Source: an optimization exercise on an open RTL-to-GDS flow (aim: a short achievable clock period and few clock cycles). Production flows keep margins and buffers that such runs may drop.
Function was checked by simulation only, so behaviour that the tests miss may differ from the original.
Power is estimated from default activity; no workload was simulated.

<file path="design/flow/run.sh">
#!/bin/bash
# synth_recipe.tcl (not shown) runs the flow's synth.tcl, then flattens the netlist and writes it again
# the make line also repeats each setting of config.mk as NAME=value (left out here)
make -C /OpenROAD-flow-scripts/flow DESIGN_CONFIG=/design/flow/config.mk WORK_HOME=/design/flow/orfs CLKGATE_MAP_FILE= SYNTH_SCRIPT=/design/flow/synth_recipe.tcl finish
</file>
<file path="design/flow/design.v">
module  alu_verilog (
    input wire [(16 - 1):0] opcode,    
    input wire [(16 - 1):0] a,  
    input wire [(16 - 1):0] b,  
    output wire [(16 - 1):0] c,  
    output wire [3:0] flags  
);
    reg [16:0] operation_result;  
    wire [3:0] alu_op_operation;
    assign alu_op_operation = opcode[11:8];
    always @(*) begin
        case(alu_op_operation)
            4'b0000: operation_result = a + b;   
            4'b0001: operation_result = a - b;   
            4'b0010: operation_result = a & b;   
            4'b0011: operation_result = a | b;   
            4'b0100: operation_result = a ^ b;   
            4'b0101: operation_result = ~a;      
            4'b0110: operation_result = a << 1;  
            4'b0111: operation_result = a >> 1;  
            4'b1000: operation_result = a * b;   
            default: operation_result = {(16+1){1'b0}};
        endcase
    end
    assign c = operation_result[(16 - 1):0];
    assign flags[0] = (operation_result[(16 - 1):0] == {16{1'b0}});  
    assign flags[1] = operation_result[16];  
    assign flags[2] = operation_result[(16 - 1)];  
    assign flags[3] = (a[(16 - 1)] == b[(16 - 1)]) && (operation_result[(16 - 1)] != a[(16 - 1)]);  
endmodule
module dual_read_register_verilog (
    input wire clk,
    input wire reset,
    input wire [3:0] addr_1, addr_2, addr_3,
    input wire [(16 - 1):0] write_data,
    input wire write_enable,
    output wire [(16 - 1):0] read_data_1, read_data_2, read_data_reg
);
    reg [(16 - 1):0] registers[0:(16 - 1)] ;  
    integer i;  
    always @(posedge clk) begin
        if (reset) begin
            for (i = 0; i < 16; i = i + 1) registers[i] <= {16{1'b0}};
        end else if (write_enable) begin
            registers[addr_3] <= write_data;
        end
    end
    assign read_data_1 = registers[addr_1];
    assign read_data_2 = registers[addr_2];
    assign read_data_reg = registers[addr_3];
endmodule
module  ram_verilog (
    input wire clk,
    input wire [7:0] write_addr,
    input wire [(16 - 1):0] write_data,
    input wire write_enable,
    input wire [7:0] read_addr,
    output wire [(16 - 1):0] read_data
);
    reg [(16 - 1):0] ram_array [0:255];
    always @(posedge clk) begin
        if (write_enable) begin
            ram_array[write_addr] <= write_data;
        end
    end
    assign read_data = ram_array[read_addr];
endmodule
module  pc_verilog (
    input wire clk,
    input wire reset,
    input wire pc_enable,
    input wire [(16 - 1):0] opcode,
    input wire [(16 - 1):0] operand,
    input wire [(16 - 1):0] data,   
    input wire [3:0] flags,  
    output wire [(16 - 1):0] pc  
);
    localparam PC_JMP = 4'h0;
    localparam PC_JMPZ = 4'h1;
    localparam PC_JMPC = 4'h2;
    localparam PC_JMPN = 4'h3;
    localparam PC_JMPO = 4'h4;
    localparam PC_JMP_REL = 4'h5;
    localparam PC_JMPZ_REL = 4'h6;
    localparam PC_JMPC_REL = 4'h7;
    localparam PC_JMPN_REL = 4'h8;
    localparam PC_JMPO_REL = 4'h9;
    wire [3:0] pc_op_select;
    wire [3:0] pc_op_operation;
    assign pc_op_select = opcode[15:12];
    assign pc_op_operation = opcode[11:8];
    reg [(16 - 1):0] pc_register;
    assign pc = pc_register;
    reg [(16 - 1):0] jump_val;
    always @(*) begin
        if (pc_op_select == 4'b0111) begin
            jump_val = data;
        end else begin
            jump_val = operand;
        end
    end
    always @(posedge clk) begin
        if (reset) begin
            pc_register <= {16{1'b0}};
        end else if (pc_enable) begin
            if ((pc_op_select == 4'b0111) || (pc_op_select == 4'b1111)) begin
                case(pc_op_operation)
                    PC_JMP: pc_register <= jump_val;
                    PC_JMPZ: pc_register <= (flags[0] == 1'b1) ? jump_val : pc_register + 1'b1;
                    PC_JMPC: pc_register <= (flags[1] == 1'b1) ? jump_val : pc_register + 1'b1;
                    PC_JMPN: pc_register <= (flags[2] == 1'b1) ? jump_val : pc_register + 1'b1;
                    PC_JMPO: pc_register <= (flags[3] == 1'b1) ? jump_val : pc_register + 1'b1;
                    PC_JMP_REL: pc_register <= pc_register + jump_val;
                    PC_JMPZ_REL: pc_register <= (flags[0] == 1'b1) ? pc_register + jump_val : pc_register + 1'b1;
                    PC_JMPC_REL: pc_register <= (flags[1] == 1'b1) ? pc_register + jump_val : pc_register + 1'b1;
                    PC_JMPN_REL: pc_register <= (flags[2] == 1'b1) ? pc_register + jump_val : pc_register + 1'b1;
                    PC_JMPO_REL: pc_register <= (flags[3] == 1'b1) ? pc_register + jump_val : pc_register + 1'b1;
                    default: pc_register <= pc_register + 1'b1;
                endcase
            end else begin
                pc_register <= pc_register + 1'b1;
            end
        end
    end
endmodule
module alu_register_verilog (
    input wire clk,
    input wire reset,
    input wire [(16 - 1):0] opcode,
    input wire [(16 - 1):0] operand,
    input wire [(16 - 1):0] reg_write_data,  
    output wire [(16 - 1):0] reg_read_data,  
    input wire write_enable,
    output reg [3:0] alu_flags
);
    wire [(16 - 1):0] reg_a_data;
    wire [(16 - 1):0] reg_b_data;
    wire [(16 - 1):0] alu_result;
    wire [3:0] alu_flags_next;
    wire [3:0] alu_addr_1, alu_addr_2, alu_addr_3;  
    assign alu_addr_1 = operand[3:0];
    assign alu_addr_2 = operand[11:8];
    assign alu_addr_3 = opcode[3:0];
    wire is_alu_op;
    assign is_alu_op = (opcode[15:12] == 4'b0001);
    wire [(16 - 1):0] final_write_data;
    assign final_write_data = is_alu_op ? alu_result : reg_write_data;
    dual_read_register_verilog register(
        .clk(clk),
        .reset(reset),
        .addr_1(alu_addr_1),
        .addr_2(alu_addr_2),
        .addr_3(alu_addr_3),
        .write_data(final_write_data),
        .write_enable(write_enable),
        .read_data_1(reg_a_data),
        .read_data_2(reg_b_data),
        .read_data_reg(reg_read_data)
    );
    alu_verilog alu(
        .opcode(opcode),
        .a(reg_a_data),
        .b(reg_b_data),
        .c(alu_result),
        .flags(alu_flags_next)
    );
    always @(posedge clk) begin
        if (reset) begin
            alu_flags <= 4'b0001;  
        end else if (write_enable && is_alu_op) begin
            alu_flags <= alu_flags_next;
        end
    end
endmodule
module processor_verilog (
    input wire clk,
    input wire reset,
    output wire [(16 - 1):0] rom_addr,
    input wire [31:0] rom_data,
    output wire out_valid,
    output wire [(16 - 1):0] out_data,
    output wire halted
);
    localparam FETCH  = 3'd0;
    localparam DECODE = 3'd1;
    localparam EXEC   = 3'd2;
    localparam WB     = 3'd3;
    localparam HALT   = 3'd4;
    reg [2:0] current_state;
    reg [31:0] ir;  
    wire [(16 - 1):0] opcode_bus;
    wire [(16 - 1):0] operand_bus;
    assign opcode_bus = ir[31:16];
    assign operand_bus = ir[15:0];
    wire [7:0] op_hi;
    assign op_hi = opcode_bus[15:8];
    wire in_exec, in_wb;
    assign in_exec = (current_state == EXEC);
    assign in_wb = (current_state == WB);
    wire [(16 - 1):0] pc;
    wire [(16 - 1):0] reg_read_data;
    wire [(16 - 1):0] ram_read_data;
    wire [3:0] flags_bus;
    reg [7:0] ram_write_addr;
    reg [(16 - 1):0] ram_write_data;
    reg ram_write_enable;
    wire [7:0] ram_read_addr;
    assign ram_read_addr = (op_hi == 8'h32) ? opcode_bus[7:0] : operand_bus[7:0];
    always @* begin
        ram_write_enable = 1'b0;
        ram_write_addr = operand_bus[7:0];
        ram_write_data = operand_bus;
        if (in_exec) begin
            if (op_hi == 8'h41) begin  
                ram_write_enable = 1'b1;
                ram_write_data = operand_bus;
            end else if (op_hi == 8'h91) begin  
                ram_write_enable = 1'b1;
                ram_write_data = reg_read_data;
            end
        end else if (in_wb) begin
            if (op_hi == 8'h31) begin  
                ram_write_enable = 1'b1;
                ram_write_addr = opcode_bus[7:0];
                ram_write_data = rom_data[15:0];
            end else if (op_hi == 8'h32) begin  
                ram_write_enable = 1'b1;
                ram_write_data = rom_data[15:0];
            end
        end
    end
    wire reg_write_enable;
    assign reg_write_enable = in_exec && ((opcode_bus[15:12] == 4'h1) || (op_hi == 8'h92));
    alu_register_verilog alu(
        .clk(clk),
        .reset(reset),
        .opcode(opcode_bus),
        .operand(operand_bus),
        .reg_write_data(ram_read_data),
        .reg_read_data(reg_read_data),
        .write_enable(reg_write_enable),
        .alu_flags(flags_bus)
    );
    pc_verilog pc_unit(
        .clk(clk),
        .reset(reset),
        .pc_enable(in_wb),
        .opcode(opcode_bus),
        .operand(operand_bus),
        .data(ram_read_data),
        .flags(flags_bus),
        .pc(pc)
    );
    ram_verilog ram(
        .clk(clk),
        .write_addr(ram_write_addr),
        .write_data(ram_write_data),
        .write_enable(ram_write_enable),
        .read_addr(ram_read_addr),
        .read_data(ram_read_data)
    );
    assign rom_addr = (in_exec && (op_hi == 8'h31)) ? operand_bus :
                      (in_exec && (op_hi == 8'h32)) ? ram_read_data : pc;
    assign out_valid = in_exec && ((op_hi == 8'h22) || (op_hi == 8'h42));
    assign out_data = (op_hi == 8'h22) ? reg_read_data : ram_read_data;
    assign halted = (current_state == HALT);
    always @(posedge clk) begin
        if (current_state == DECODE) begin
            ir <= rom_data;
        end
    end
    always @(posedge clk) begin
        if (reset) begin
            current_state <= FETCH;
        end else begin
            case (current_state)
                FETCH:  current_state <= DECODE;
                DECODE: current_state <= EXEC;
                EXEC:   current_state <= (opcode_bus == 16'b0) ? HALT : WB;
                WB:     current_state <= FETCH;
                HALT:   current_state <= HALT;
                default: current_state <= FETCH;
            endcase
        end
    end
endmodule
</file>
<file path="design/flow/constraint.sdc">
create_clock -name core_clock -period 12.0 [get_ports {clk}]
set_input_delay 2.4000 -clock core_clock [delete_from_list [all_inputs] [get_ports {clk}]]
set_output_delay 2.4000 -clock core_clock [all_outputs]
set_load 0.01 [all_outputs]
</file>
<file path="design/flow/config.mk">
export PLATFORM = sky130hd
export DESIGN_NAME = processor_verilog
export DESIGN_NICKNAME = processor_verilog
export VERILOG_FILES = /design/flow/design.v
export SDC_FILE = /design/flow/constraint.sdc
export NUM_CORES = 4
export LEC_CHECK = 0
export CAP_MARGIN = 20
export CORE_MARGIN = 2
export CORE_UTILIZATION = 35
export PLACE_DENSITY = 0.55
export SLEW_MARGIN = 20
</file>
==> run notes <==
[repair_timing]
item | 4_1_cts | 5_1_grt
gates resized for setup | 0 | 1
hold buffers | 0 | 0
setup buffers | 0 | 4
endpoints found under the setup margin | 0 | 4
[state kept, by name, summed over array words and instances (netlist names), named ones only]
register,flops
pc_unit.pc_register,16
alu.register.registers,256
ram.ram_array,4096
alu.alu_flags,4
current_state,3
ir,32
[cell type report]
class / instances / area share [%]
repair buffers: 646 / 2.597
inverters: 188 / 0.3276
flip-flops and latches: 4419 / 61.44
clock buffers: 564 / 5.594
well taps: 7181 / 4.171
clock inverters: 292 / 1.277
diodes: 37 / 0.04298
multi-input cells: 6246 / 24.55
[cell usage after synthesis, types with 55 or more instances]
cell type                  instances  area [sq um]
sky130_fd_sc_hd__nor2_1          666          2500
sky130_fd_sc_hd__clkbuf_1        409          1535
sky130_fd_sc_hd__buf_1           106         397.9
sky130_fd_sc_hd__a211oi_1        210          1577
sky130_fd_sc_hd__xnor2_1          60         525.5
sky130_fd_sc_hd__ha_1            115          1439
sky130_fd_sc_hd__mux2_2           62         698.2
sky130_fd_sc_hd__buf_2           206          1031
sky130_fd_sc_hd__mux2i_1         349          3493
sky130_fd_sc_hd__nand4_1          55         344.1
sky130_fd_sc_hd__a32oi_1         139          1217
sky130_fd_sc_hd__edfxtp_1       4384        131600
sky130_fd_sc_hd__a21oi_1         154         770.7
sky130_fd_sc_hd__inv_1           185         694.4
sky130_fd_sc_hd__o21ai_0         204          1021
sky130_fd_sc_hd__nor2b_1         165          1032
sky130_fd_sc_hd__nand3_1         499          2497
sky130_fd_sc_hd__a31oi_1         179          1120
sky130_fd_sc_hd__nor3_1           57         285.3
sky130_fd_sc_hd__fa_1             96          1922
sky130_fd_sc_hd__mux4_2          838         18870
sky130_fd_sc_hd__nand2_1        1564          5871
sky130_fd_sc_hd__and3_1          191          1195
[worst paths after layout]
check / from / endpoint
min reg2reg: current_state[2]$_SDFF_PP0_ / current_state[0]$_SDFF_PP0_
max reg2reg: ir[30]$_DFFE_PP_ / pc_unit.pc_register[15]$_SDFFE_PP0N_
min: current_state[2]$_SDFF_PP0_ / current_state[0]$_SDFF_PP0_
max: ir[30]$_DFFE_PP_ / rom_addr[4]
[layer usage]
| metal | vias up | GRT usage [%] | share of wire, % |
|---|---|---|---|
| met5 | - | 0 | 0.025 |
| met3 | 1345 | 5.980 | 12 |
| met1 | 61170 | 32.68 | 40 |
| met4 | 22 | 8.837 | 4.3 |
| li1 | 46500 | - | - |
| met2 | 7273 | 34.96 | 44 |
[power breakdown]
group          leakage (uW)  switching (uW)  internal, uW
clock network       0.00722            6130          8050
registers            0.0400            67.6         17100
logic                0.0224            3500          1830
total                0.0697            9690         27000
[kinds of logic after synthesis]
group	Yosys count
AO/OA/AOI/OAI	1348
XOR/XNOR	87
adder cells (fa/ha/maj)	211
buffers and inverters	973
flip-flops	4419
multiplexers	1249
AND/OR/NAND/NOR	3351
[layout by cell type, fill, tap and decap left out, types with 97 or more instances in the layout]
cell type / netlist / routed
sky130_fd_sc_hd__edfxtp_1: 4384 / 4384
sky130_fd_sc_hd__a21oi_1: 154 / 149
sky130_fd_sc_hd__and3_1: 191 / 191
sky130_fd_sc_hd__o21ai_0: 204 / 199
sky130_fd_sc_hd__ha_1: 115 / 115
sky130_fd_sc_hd__clkinv_1: 3 / 115
sky130_fd_sc_hd__nor2_1: 666 / 512
sky130_fd_sc_hd__buf_4: 43 / 530
sky130_fd_sc_hd__nand2_1: 1564 / 1533
sky130_fd_sc_hd__clkbuf_1: 409 / 97
sky130_fd_sc_hd__nor2b_1: 165 / 165
sky130_fd_sc_hd__nand3_1: 499 / 493
sky130_fd_sc_hd__mux2i_1: 349 / 339
sky130_fd_sc_hd__nor2_2: 2 / 117
sky130_fd_sc_hd__a32oi_1: 139 / 139
sky130_fd_sc_hd__inv_1: 185 / 185
sky130_fd_sc_hd__clkinv_2: 0 / 97
sky130_fd_sc_hd__mux4_2: 838 / 838
sky130_fd_sc_hd__clkbuf_16: 0 / 467
sky130_fd_sc_hd__a211oi_1: 210 / 205
sky130_fd_sc_hd__a31oi_1: 179 / 173
[per-stage QoR]
step	worst slack, ps	hold WS [ps]	area (sq um)	util (%)
2_1_floorplan	4088	446.9	188200	-
3_3_place_gp	1061	490.5	200200	37.34
3_5_place_dp	1343	504.2	200400	37.38
4_1_cts	276.3	521.0	215200	40.14
5_1_grt	452.5	551.4	215300	40.16
6_report	223.0	534.0	215400	40.18
==> impl_metrics.xml <==
<?xml version="1.0" encoding="UTF-8"?>
<metrics>
  <group name="outcome">
    <metric name="run_status" unit="">timing/DRC/antenna clean</metric>
  </group>
  <group name="setup_path">
    <metric name="crit_family" unit="">compound AO/OA/AOI/OAI gates</metric>
    <metric name="crit_path_cell_count" unit="">17</metric>
    <metric name="crit_fanout" unit="">64</metric>
    <metric name="reg2reg_slack" unit="ps">1340</metric>
    <metric name="ff2ff_path_depth" unit="">27</metric>
    <metric name="cp_common_cell" unit="">sky130_fd_sc_hd__buf_4</metric>
    <metric name="crit_path_cell_trace" unit="">and4bb_2 -&gt; a21oi_2 -&gt; buf_4 -&gt; nor2_4 -&gt; buf_4 -&gt; buf_4 -&gt; buf_12 -&gt; mux4_2 -&gt; nand2_1 -&gt; and3_1 -&gt; a31oi_1 -&gt; a221oi_1 -&gt; o22ai_1 -&gt; a221o_1 -&gt; nand2_1 -&gt; a21oi_1 -&gt; clkdlybuf4s50_1</metric>
    <metric name="setup.worst_path.class" unit="">flop to primary output</metric>
    <metric name="crit_path_top_delay_cell" unit="">sky130_fd_sc_hd__a221o_1</metric>
    <metric name="cp.buffers_inverters" unit="">5</metric>
    <metric name="timing.critical_path.to_type" unit="">primary output</metric>
    <metric name="worst_ep_required_time" unit="ps">9600</metric>
    <metric name="worst-endpoint-arrival" unit="ps">9380</metric>
    <metric name="timing.critical_path.from_type" unit="">flop</metric>
    <metric name="max_stage_delay" unit="ps">940</metric>
  </group>
  <group name="logic_synthesis">
    <metric name="synth-compound-area-share" unit="%">5.073</metric>
    <metric name="post_synth_and_or_nand_nor_area_fraction" unit="%">7.874</metric>
    <metric name="synth_cells" unit="">11640</metric>
    <metric name="synth_top_family_by_area" unit="">multiplexers</metric>
    <metric name="synth_area_per_cell" unit="sq um">16.17</metric>
    <metric name="synth_adder_area_share" unit="%">1.786</metric>
    <metric name="synth_edf_count" unit="">4384</metric>
    <metric name="asyncSetResetFlopFracSynth" unit="%">0</metric>
    <metric name="synth_xor_xnor_area_share" unit="%">0.4196</metric>
    <metric name="ys_dominant_reg_cell" unit="">sky130_fd_sc_hd__edfxtp_1</metric>
    <metric name="mappedNetlistNets" unit="">11880</metric>
    <metric name="yosys_warnings" unit="">6</metric>
    <metric name="seq_area_frac_synth" unit="%">70.34</metric>
    <metric name="ys_seq_elements" unit="">4419</metric>
    <metric name="yosys-mux-area-fraction" unit="%">12.26</metric>
    <metric name="netlist_area" unit="sq um">188200</metric>
    <metric name="synth.distinct_cells" unit="">95</metric>
  </group>
  <group name="cts">
    <metric name="cts_htree_levels" unit="">5</metric>
    <metric name="cts.reportedPaths.clkPinSlew" unit="ps">70</metric>
    <metric name="cts_inserted_buffers" unit="">458</metric>
    <metric name="cts.sinks" unit="">4419</metric>
    <metric name="clk-insertion-delay-late" unit="ps">1060</metric>
    <metric name="clock_path_buffers" unit="">4</metric>
    <metric name="cts_tree" unit="">done</metric>
    <metric name="clock-root-buffer" unit="">sky130_fd_sc_hd__clkbuf_16</metric>
  </group>
  <group name="finish">
    <metric name="fill_cells" unit="">48560</metric>
    <metric name="layoutNonFillerInstCount" unit="">19570</metric>
    <metric name="final_layout_size_suffix_gt1_share" unit="%">19.55</metric>
    <metric name="final-seq-area" unit="sq um">132400</metric>
    <metric name="syn_to_final_growth" unit="%">14.49</metric>
    <metric name="multi_input_area" unit="sq um">52880</metric>
    <metric name="final_net_count" unit="">12200</metric>
  </group>
  <group name="worst_hold_path">
    <metric name="min_path_type" unit="">flop to flop</metric>
    <metric name="hold_depth" unit="">1</metric>
  </group>
  <group name="sta">
    <metric name="totalNegativeSetupSlack" unit="ps">0</metric>
    <metric name="unrepaired_setup_endpoints_after_global_routing" unit="">no</metric>
    <metric name="post-route-min-period" unit="ps">11780</metric>
    <metric name="final-max-slew-violation-count" unit="">0</metric>
    <metric name="upper_clock_frequency_limit" unit="MHz">84.91</metric>
    <metric name="hold_violations" unit="">0</metric>
    <metric name="clock_skew" unit="ps">97.73</metric>
    <metric name="period_share" unit="%">98.14</metric>
    <metric name="finalSetupViolCount" unit="">0</metric>
    <metric name="timing.max_slew.rel_slack" unit="%">9.989</metric>
    <metric name="worst_slew_pin_slew" unit="ps">1350</metric>
  </group>
  <group name="global_route">
    <metric name="globalRouteOverflowTotal" unit="">0</metric>
    <metric name="grt_max_degree" unit="">197</metric>
    <metric name="global_route_wire_length_before_repair" unit="microns">897500</metric>
    <metric name="grt_use_total" unit="%">23.32</metric>
    <metric name="number_of_antenna_violations_at_the_first_check_in_global_routing" unit="">45</metric>
    <metric name="first_global_vias" unit="">109600</metric>
  </group>
  <group name="floorplan">
    <metric name="die-area" unit="sq um">543500</metric>
    <metric name="floorplan.die.width" unit="microns">737.2</metric>
    <metric name="initial_core_util" unit="%">35.09</metric>
    <metric name="pin_count" unit="">68</metric>
    <metric name="floorplan.core_area" unit="sq um">536200</metric>
    <metric name="die_height" unit="microns">737.2</metric>
    <metric name="placementRows" unit="">269</metric>
  </group>
  <group name="route">
    <metric name="drt_pass1_iterations" unit="">25</metric>
    <metric name="detail_route.drc_violations" unit="">0</metric>
    <metric name="antenna_violating_nets_post_route" unit="">0</metric>
    <metric name="drt-wirelength-per-cell" unit="microns">33.34</metric>
    <metric name="drt-initial-drc-count" unit="">17720</metric>
    <metric name="vias" unit="">116300</metric>
    <metric name="vias_per_cell" unit="">5.942</metric>
    <metric name="drt_wl_total" unit="microns">652500</metric>
  </group>
  <group name="placement">
    <metric name="number_of_placed_cells_counting_well_taps" unit="">18680</metric>
    <metric name="place_hpwl" unit="microns">394200</metric>
    <metric name="port-buffer-count" unit="">67</metric>
    <metric name="gp_routability_congestion" unit="">0.9452</metric>
  </group>
  <group name="flow_run">
    <metric name="max_cap_viol_count" unit="">0</metric>
  </group>
  <group name="power_and_ir_drop">
    <metric name="power.static_leakage" unit="uW">0.06971</metric>
    <metric name="power_density" unit="nW/um^2">170.2</metric>
    <metric name="largest_voltage_drop_on_the_vdd_net" unit="V">0.0001913</metric>
    <metric name="design_power_total" unit="uW">36660</metric>
  </group>
</metrics>
Testbench counts, summed over its fixed seeds: cycles 408,760.

re-timing with driven ports:
Ports are ideal in the flow. The routed layout listed here was re-timed in OpenROAD.
Step 1 assumes that a clkbuf_16 drives the clock port and a buf_2 every other input.
Step 2, shift: input delay + t, output delay - t, t = (earliest + latest rising clock arrival at the registers) / 2. This alone moves slack from input paths to output paths.
a / b / c = ideal / step 1 / step 2; a / b = the first two.
t, ns: 1.126
setup slack, ns: 0.223 / 0.104 / 1.230
latest minus earliest clock arrival (ns): 0.103 / 0.102
After both steps this run still meets setup and hold. The setup slack of this run moves by -0.119 ns with the drivers and by +1.007 ns with both steps.
